From an optimization exercise on the open Yosys and OpenROAD flow, aimed at small area and a short achievable clock period; shortcuts taken in it are not production practice. Only simulation tests tie the RTL to the original design; equivalence was not proved.

== run A ==
// mac_unit
module mac_unit #(
    parameter AW = 16,
    parameter BW = 16,
    parameter ACCW = 40,
    parameter SIGNED = 0
)(
    input  wire clk,
    input  wire rst_n,
    input  wire en,
    input  wire valid_in,
    input  wire [AW-1:0] a,
    input  wire [BW-1:0] b,
    output reg  valid_out,
    output reg  [ACCW-1:0] acc_out
);
Settings: LEC_CHECK=0, CAP_MARGIN=20, CORE_MARGIN=2, CORE_UTILIZATION=65, CTS_BUF_LIST=sky130_fd_sc_hd__clkbuf_4 sky130_fd_sc_hd__clkbuf_8, SETUP_SLACK_MARGIN=3.65, SLEW_MARGIN=20, SYNTH_HIERARCHICAL=1, SYNTH_MINIMUM_KEEP_SIZE=0; clock period 7.0 ns.
run.sh (not shown) runs the stock make flow with config.mk's settings and CLKGATE_MAP_FILE= SYNTH_SCRIPT=/design/flow/synth_recipe.tcl, a recipe that flattens the netlist after the stock synthesis.
### run A -> run B
diff --git a/flow/config.mk b/flow/config.mk
--- a/flow/config.mk
+++ b/flow/config.mk
@@ -7,3 +7,3 @@
 export LEC_CHECK = 0
-export CAP_MARGIN = 20
+export CAP_MARGIN = 5
 export CORE_MARGIN = 2
@@ -11,4 +11,4 @@
 export CTS_BUF_LIST = sky130_fd_sc_hd__clkbuf_4 sky130_fd_sc_hd__clkbuf_8
-export SETUP_SLACK_MARGIN = 3.65
-export SLEW_MARGIN = 20
+export SETUP_SLACK_MARGIN = 3.7
+export SLEW_MARGIN = 5
 export SYNTH_HIERARCHICAL = 1
[summary]
Summary of run B over run A: via count shrank by 85, async set or reset register ratio after synthesis held steady, post-CTS setup-driven buffer insertion count grew by 3, complex-gate fraction of the synthesized area held steady.
On cell area, run B and run A are neck and neck.
In run B, the hold slack came out 0.0060 ns below the value in run A.
--- input diff run B..run C ---
diff --git a/flow/config.mk b/flow/config.mk
--- a/flow/config.mk
+++ b/flow/config.mk
@@ -7,3 +7,3 @@
 export LEC_CHECK = 0
-export CAP_MARGIN = 5
+export CAP_MARGIN = 20
 export CORE_MARGIN = 2
@@ -11,4 +11,4 @@
 export CTS_BUF_LIST = sky130_fd_sc_hd__clkbuf_4 sky130_fd_sc_hd__clkbuf_8
-export SETUP_SLACK_MARGIN = 3.7
-export SLEW_MARGIN = 5
+export SETUP_SLACK_MARGIN = 3.9
+export SLEW_MARGIN = 20
 export SYNTH_HIERARCHICAL = 1
Notes after the runs:
Relative to run C, the following input files were edited for run D:
diff --git a/flow/config.mk b/flow/config.mk
--- a/flow/config.mk
+++ b/flow/config.mk
@@ -11,3 +11,3 @@
 export CTS_BUF_LIST = sky130_fd_sc_hd__clkbuf_4 sky130_fd_sc_hd__clkbuf_8
-export SETUP_SLACK_MARGIN = 3.9
+export SETUP_SLACK_MARGIN = 3.7
 export SLEW_MARGIN = 20
@@ -15 +15,2 @@
 export SYNTH_MINIMUM_KEEP_SIZE = 0
+export TNS_END_PERCENT = 20
==> results.txt <==
- Setup slack in run D is larger than in run C.
- Run D has sequential share of layout area above what run C had.
- On overall fraction of global-route tracks in use: run D sits below run C.
- Required time at the worst-slack endpoint sits lower in run D than in run C.
- On global routing met1 resource utilization, the lower figure sits with run D, not run C.
- In terms of synthesized netlist cell count, run C and run D differ only marginally.
- Against run C as the reference, run D delivers a lower total routed wirelength.
- Taking run C over run D, the cell count ratio works out to 1.08.
- Summary — design area, run D relative to run C: lower, by 2400 µm².
Relative to run D, the following input files were edited for run E:
diff --git a/flow/config.mk b/flow/config.mk
--- a/flow/config.mk
+++ b/flow/config.mk
@@ -7,2 +7,3 @@
 export LEC_CHECK = 0
+export ABC_AREA = 1
 export CAP_MARGIN = 20
@@ -15,2 +16 @@
 export SYNTH_MINIMUM_KEEP_SIZE = 0
-export TNS_END_PERCENT = 20
[summary]
- Across both runs, via count was higher for run E than for run D.
- Run E ends up with a routed wire length that is 6.7% higher than in run D.
- Depth of the worst register-to-register path (run E over run D): increase, 2
- Compared with run D, run E shows post-placement setup slack lower by 0.028 ns.
- [compare] base=run D new=run E: cell count after synthesis higher; die area up about 10%.
Relative to run E, the following input files were edited for run F:
diff --git a/flow/config.mk b/flow/config.mk
--- a/flow/config.mk
+++ b/flow/config.mk
@@ -7,3 +7,2 @@
 export LEC_CHECK = 0
-export ABC_AREA = 1
 export CAP_MARGIN = 20
@@ -12,3 +11,3 @@
 export CTS_BUF_LIST = sky130_fd_sc_hd__clkbuf_4 sky130_fd_sc_hd__clkbuf_8
-export SETUP_SLACK_MARGIN = 3.7
+export SETUP_SLACK_MARGIN = 3.75
 export SLEW_MARGIN = 20
[summary]
- In the tables for run E and run F, number of logic stages on the critical path including buffering reads lower with run F.
- Run F vs. run E: routed length on met2 went down 4.4%, non-clock buffer instance count of the final layout higher, total global routing track utilization closely matched the old numbers.
- The higher count of distinct cell types in the synthesized netlist of run E and run F is in run F.

==> port drivers added, routing unchanged <==
The flow's constraints put no driver on any port. The routed layouts listed below were extracted and timed again, unchanged, in two steps. Step 1 sets driving cells, clkbuf_16 on the clock port and buf_2 on the other inputs (assumed; they add their load-dependent delay and slew). Step 2 times the ports against the registers' clock, not the clock port: input delays grow and output delays shrink by t, the midpoint of the rising clock arrivals with the driver on. Three values: ideal, step 1, step 2; two values: the first two.
run	t, ns	setup WS [ns]	worst setup path after step 2	worst slew at a driven data input, ns
run A	0.484	3.670 / 3.673 / 3.189	input to register	0.05
run B	0.482	3.711 / 3.727 / 3.245	input to register	0.06
run C	0.501	3.529 / 3.529 / 3.035	input to register	0.24
run D	0.473	3.629 / 3.644 / 3.171	input to register	0.04
run E	0.492	3.727 / 3.725 / 3.232	input to register	0.06
run F	0.487	3.681 / 3.582 / 3.095	input to register	0.14
After both steps every run listed still meets setup and hold. For run F, which loses most, drivers alone change the setup slack by -0.099 ns; drivers and shift together by -0.586 ns.
